What follows belongs to an exercise in optimizing a design on an open flow for small area and a short achievable clock period; a production flow would make more cautious choices. The RTL was checked by simulation tests, not by an equivalence proof against the original design.

==> design/flow/design.v <==
module band_scale(scaled, POT, audio, clk);
input clk;			 
input [23:0] POT;		 
input signed [15:0] audio;	 
output signed [15:0] scaled;	 
wire signed [12:0] FIR_scale;	 
reg signed [12:0] FIR;		 
wire signed [28:0] scale_audio;	 
wire signed [3:0] sat;		 
wire signed [15:0] result;	 
wire sat_neg;			 
wire sat_pos;			 
assign FIR_scale = {1'b0,{POT[23:12]}};
always_ff @(posedge clk)
	FIR <= FIR_scale;
assign scale_audio = FIR*audio;
assign result = {scale_audio[25:10]};
assign sat = {scale_audio[28:25]};
assign sat_neg = sat[3] & ~&sat[2:0];
assign sat_pos = ~sat[3] & |sat[2:0];
assign scaled =	sat_neg ? 16'h8000		 
			  : sat_pos ? 16'h7FFF	 
			  : result;		 
endmodule 
module eq_mix( lft_out, rht_out,
	       POT_LP, POT_B1, POT_B2, POT_B3, POT_HP, VOLUME,
	       lft_LP, rht_LP, lft_B1, rht_B1, lft_B2, rht_B2,
	       lft_B3, rht_B3, lft_HP, rht_HP, clk );
output signed [15:0]	lft_out,
			rht_out;	 
input [23:0] 	POT_LP, POT_B1, POT_B2,
				POT_B3, POT_HP;
input [11:0]	VOLUME;  
input signed [15:0] lft_LP, rht_LP, lft_B1, rht_B1, lft_B2, rht_B2,
		    lft_B3, rht_B3, lft_HP, rht_HP;	 
input clk;			 
logic signed [15:0] lft_LP_scaled, lft_B1_scaled,
		    lft_B2_scaled, lft_B3_scaled, lft_HP_scaled,
		    rht_LP_scaled, rht_B1_scaled,
		    rht_B2_scaled, rht_B3_scaled, rht_HP_scaled;	 
logic signed [28:0] lft_sum, rht_sum;
logic signed [28:0] lft_sum_vol, rht_sum_vol;	 
logic signed [12:0] sign_vol;			 
band_scale lft_LP_BS (.scaled(lft_LP_scaled), .POT(POT_LP), .audio(lft_LP), .clk(clk));
band_scale lft_B1_BS (.scaled(lft_B1_scaled), .POT(POT_B1), .audio(lft_B1), .clk(clk));
band_scale lft_B2_BS (.scaled(lft_B2_scaled), .POT(POT_B2), .audio(lft_B2), .clk(clk));
band_scale lft_B3_BS (.scaled(lft_B3_scaled), .POT(POT_B3), .audio(lft_B3), .clk(clk));
band_scale lft_HP_BS (.scaled(lft_HP_scaled), .POT(POT_HP), .audio(lft_HP), .clk(clk));
band_scale rht_LP_BS (.scaled(rht_LP_scaled), .POT(POT_LP), .audio(rht_LP), .clk(clk));
band_scale rht_B1_BS (.scaled(rht_B1_scaled), .POT(POT_B1), .audio(rht_B1), .clk(clk));
band_scale rht_B2_BS (.scaled(rht_B2_scaled), .POT(POT_B2), .audio(rht_B2), .clk(clk));
band_scale rht_B3_BS (.scaled(rht_B3_scaled), .POT(POT_B3), .audio(rht_B3), .clk(clk));
band_scale rht_HP_BS (.scaled(rht_HP_scaled), .POT(POT_HP), .audio(rht_HP), .clk(clk));
assign sign_vol = {1'b0, VOLUME[11:0]};
always_ff @(posedge clk) begin
	lft_sum <= (lft_LP_scaled + lft_B1_scaled + lft_B2_scaled + 
				lft_B3_scaled + lft_HP_scaled);
	rht_sum <= (rht_LP_scaled + rht_B1_scaled + rht_B2_scaled +
				rht_B3_scaled + rht_HP_scaled);
end
assign lft_sum_vol = sign_vol * lft_sum;
assign rht_sum_vol = sign_vol * rht_sum;
assign lft_out = {lft_sum_vol[27:12]};
assign rht_out = {rht_sum_vol[27:12]};
endmodule
==> design/flow/run.sh <==
#!/bin/bash
# synth_recipe.tcl (not shown) runs the flow's synth.tcl, then flattens the netlist and writes it again
# the make line also repeats each setting of config.mk as NAME=value (left out here)
make -C /OpenROAD-flow-scripts/flow DESIGN_CONFIG=/design/flow/config.mk WORK_HOME=/design/flow/orfs CLKGATE_MAP_FILE= SYNTH_SCRIPT=/design/flow/synth_recipe.tcl finish
==> design/flow/config.mk <==
export PLATFORM = sky130hd
export DESIGN_NAME = eq_mix
export DESIGN_NICKNAME = eq_mix
export VERILOG_FILES = /design/flow/design.v
export SDC_FILE = /design/flow/constraint.sdc
export NUM_CORES = 4
export LEC_CHECK = 0
export CAP_MARGIN = 20
export CORE_MARGIN = 2
export CORE_UTILIZATION = 45
export PLACE_DENSITY = 0.6
export SLEW_MARGIN = 20
==> design/flow/constraint.sdc <==
create_clock -name core_clock -period 12.0 [get_ports {clk}]
set_input_delay 2.4000 -clock core_clock [delete_from_list [all_inputs] [get_ports {clk}]]
set_output_delay 2.4000 -clock core_clock [all_outputs]
set_load 0.01 [all_outputs]
==> results.txt <==
[flip-flops by register name, summed over array words and instances (netlist names)]
signal / cells
lft_sum: 20
rht_B1_BS.FIR: 12
rht_B2_BS.FIR: 12
rht_B3_BS.FIR: 12
rht_HP_BS.FIR: 12
rht_LP_BS.FIR: 12
rht_sum: 20
[stage by stage]
| stage | cells | setup slack [ps] | TNS (ps) | hold slack, ps |
|---|---|---|---|---|
| CTS | 13400 | -11.6 | -11.6 | 1780 |
| detailed placement | 13400 | -994 | -12450 | 1720 |
| floorplan | 10100 | 70.6 | 0 | 976 |
| global route | 13400 | -141 | -677 | 1850 |
| global placement | 13400 | -822 | -9460 | 1740 |
| finish | 13400 | 208 | 0 | 1790 |
[worst max path at each step]
stage	start	endpoint	slack (ps)	cells past startpoint
floorplan	rht_B1[15]	rht_sum[19]$_DFF_P_	70	39
global placement	lft_B1[7]	lft_sum[19]$_DFF_P_	-820	40
detailed placement	lft_B1[7]	lft_sum[19]$_DFF_P_	-990	40
CTS	lft_B2[7]	lft_sum[17]$_DFF_P_	-10	43
global route	rht_B1[7]	rht_sum[18]$_DFF_P_	-140	42
finish	rht_B1[7]	rht_sum[18]$_DFF_P_	210	42
[cells in the final DEF, fill, tap and decap left out, types with 133 or more instances in the layout]
cell                                 n
sky130_fd_sc_hd__inv_1            2778
sky130_fd_sc_hd__fa_1             2240
sky130_fd_sc_hd__nand2_1          1234
sky130_fd_sc_hd__and2_1           1201
sky130_fd_sc_hd__ha_1              776
sky130_fd_sc_hd__buf_4             774
sky130_fd_sc_hd__xnor2_1           220
sky130_fd_sc_hd__clkdlybuf4s50_1   204
sky130_fd_sc_hd__nor2_1            146
sky130_fd_sc_hd__a21oi_1           133
[final cells by class]
cell class / instances / area, sq um / share of cell area
sequential: 100 / 2010 / 0.0196
tap: 2656 / 3320 / 0.0324
clock inverter: 7 / 95.1 / 0.000928
inverter: 2789 / 10500 / 0.102
antenna: 4 / 10.0 / 0.0000977
multi-input combinational: 6808 / 77200 / 0.754
clock buffer: 9 / 225 / 0.00220
timing repair buffer: 1075 / 9050 / 0.0884
[metal layers]
metal  global-route usage  part of all wire  wire length, microns
met1                0.304              0.44                 98600
met4               0.0577             0.026                  5760
met2                0.402              0.50                111000
met3               0.0178             0.036                  8060
met5                    0           0.00048                   107
[logic make-up after synthesis]
kind of cell	Yosys count	share of synthesized area
AO/OA/AOI/OAI	648	0.0524
XOR/XNOR	305	0.0297
adder cells (fa/ha/maj)	3038	0.605
buffers and inverters	3233	0.135
flip-flops	100	0.0221
multiplexers	3	0.000359
AND/OR/NAND/NOR	2814	0.156
[worst reg2reg max path, delay by kind of cell (launching register included)]
| family | cells | cell delay (ps) |
|---|---|---|
| simple gates | 2 | 150 |
| buf+inv | 8 | 1000 |
| fa+ha+maj | 11 | 5000 |
| xor+xnor | 1 | 130 |
| compound gates | 15 | 3130 |
| flops | 1 | 900 |
[Yosys cell counts, drive strengths merged (6+ instances only)]
| library cell | count |
|---|---|
| xor2 | 84 |
| nor4 | 7 |
| fa | 2248 |
| ha | 790 |
| or3 | 8 |
| and2 | 1205 |
| o21a | 117 |
| a2111oi | 8 |
| o31ai | 7 |
| o21ai | 97 |
| or2 | 8 |
| o211ai | 18 |
| nor2b | 40 |
| a31o | 10 |
| dfxtp | 100 |
| a211oi | 15 |
| and3 | 15 |
| nand4 | 34 |
| nor3 | 45 |
| xnor2 | 221 |
| nand2 | 1235 |
| nor2 | 147 |
| nand2b | 24 |
| buf | 19 |
| inv | 2789 |
| a21o | 78 |
| o2111ai | 7 |
| a21oi | 185 |
| a41oi | 6 |
| o21bai | 23 |
| a31oi | 24 |
| nand3 | 30 |
| clkbuf | 425 |
[timing repair]
action | 4_1_cts | 5_1_grt
gates cloned | 0 | 3
buffers inserted | 11 | 25
endpoints found under the setup margin | 12 | 24
resized for setup | 55 | 184
pin swaps | 34 | 102
==> results list <==
* Via density: 4.88
- Total wirelength of the detailed-routed design: around 220000 microns
- Initial cell density of the core: 0.453
- Clock latency on the worst-skew pair, taken at its later pin, is approximately 500 ps.
- In the finished design, the share of the clock period the worst path needs comes to 0.983.
- Arrival time worst endpoint: ~12000 ps
* Core occupancy in the finished layout: 0.512
- After global routing the overflow that remains totals 0.
* TritonRoute pass-1 iters: 5
- STA classifies the critical path startpoint as an input pin.
- WL per Instance: about 17 microns
- The worst hold path belongs to the class reg -> reg.
* Number of cell instances on the worst register-to-register path: 37
- TritonCTS built the clock tree.
- Hold-critical path endpoint: lft_sum[0]$_DFF_P_
* Required time reported for the critical path endpoint: about 12000 ps
- Root cell of the clock tree: sky130_fd_sc_hd__clkbuf_16
- Measured against its own limit, the worst slew margin works out to 0.257.
- The number of buffers and inverters on the critical path is 9.
* Flop-to-flop setup slack: 1580 ps
* Antenna violations before repair: 14
* Initial DRC Count: approximately 3000
- After filler insertion, the fill cell instance count of the layout stands at roughly 19000.
* Global-route wire length before repair: between 300000 and 400000 microns
* Routability congestion estimate: 0.893
* Total via count in the routed design: around 66000
- Clock slew at the register clock pins of the worst setup and hold paths: roughly 120 ps
* Capturing element type of the critical path: flop
* Most common cell type on the critical path: sky130_fd_sc_hd__fa_1
- Pins Over Slew Limit: 0
- Vertical die dimension: ~450 microns
- Time the final worst path needs with I/O delays and setup: ~12000 ps
- In the routed design, unresolved DRC markers number 0.
* Largest fanout on the critical path: 13
* Number of enable flip-flop cells after synthesis: 0
* Fraction of layout instances using a drive strength above 1: 0.0981
* Cells after Synth: a little over 10000
- Total standard cell area after synthesis: between 0.09 and 0.1 sq mm
- Launch point of the worst hold path: rht_HP_BS.FIR[0]$_DFF_P_
* Final Hold Violating Endpoints: 0
* Maximum number of pins on one net before global-route repair: 41
* Area growth syn-to-layout: 12.9%
* Setup violations, final: 0
* Tightest Pin Transition: 1110 ps
* Fraction of post-synthesis cell area in the top cell type by area: 0.496
* Final design instance area without fill: slightly above 0.1 sq mm
- Cell accounting for the most synthesized area: sky130_fd_sc_hd__fa_1
- The Yosys step of the flow raised 2 warnings.
* Mapped Nets: 13500
- The via count of the first global-routing pass was 73300.
- Dominant delay contributor by cell family on the critical path: adder cells
* Maximum buffer depth of the clock tree: 2
- Maximum level of the CTS H-tree: 3
- Among all flip-flop cells after synthesis, the most frequent one is sky130_fd_sc_hd__dfxtp_1.
- Cell type of the slowest stage on the worst timing path: sky130_fd_sc_hd__fa_1
- In this run the critical register-to-register path is captured at lft_sum[17]$_DFF_P_.
* Antenna violation net count after detailed routing: 0
* Die X-Extent: 453 microns
- In this run the standard cell core region covers between 0.2 and 0.25 sq mm.
* Flops & latches, synth: 100
- In this run the core area contains roughly 160 standard-cell rows.
* Kind of critical path: in -> reg
- Input and output buffers added on the ports amount to approximately 260.
* Average size of a mapped cell: 8.95 sq um
- The synthesized netlist contains ~100 unique library cells.
* Async S/R FF share, synth: 0
- In this run the critical register-to-register path is launched from rht_B1_BS.FIR[1]$_DFF_P_.
- After synthesis, the cell types taking the most area are sky130_fd_sc_hd__fa_1, sky130_fd_sc_hd__inv_1, sky130_fd_sc_hd__ha_1, sky130_fd_sc_hd__and2_1, sky130_fd_sc_hd__nand2_1.
- Critical Path Max Stage Delay: ~530 ps
- Setup repair after global routing could not meet its margin everywhere.
- Number of top-level pins: around 330
* Seq/Total Area, Yosys: 0.0221
* Post-detailed-placement cell area: just over 0.1 sq mm
- Maximum achievable frequency: roughly 0.085 GHz
- CTS Hold Buffers Added: 0
- Hpwl dp: about 200000 microns
* Number of nets in the layout: ~14000
- Across the run, the number of max-cap violations was 0.
- Number of clock buffers inserted by TritonCTS: 9
- Clk sinks: 100
* Die area: 0.205 sq mm
- Max Clock Skew: 29.2 ps
* Count of cells along the worst hold path: 8
* Status: complete, no violations
- In the global route stage, overall resource usage came out at 0.228.

==> what the ideal ports hide <==
In the flow no input, the clock included, has a driving cell. The finished layout below was timed again as built, in two steps. Step 1: set_driving_cell puts a clkbuf_16 on clk and a buf_2 on each other input, an assumption about the parent block. Step 2 times the ports against the registers' clock, not the clock port: input delays grow and output delays shrink by t, the midpoint of the rising clock arrivals with the driver on. Slacks: ideal ports / drivers / drivers and shift; pairs: ideal ports / drivers.
shift t [ns]: 0.566
setup WS [ns]: 0.208 / 0.259 / -0.307
worst data-port slew with drivers (ns): 0.15
With both steps, setup timing fails in this run, where it was met with ideal ports. For this run, drivers alone change the setup slack by +0.051 ns; drivers and shift together by -0.515 ns.
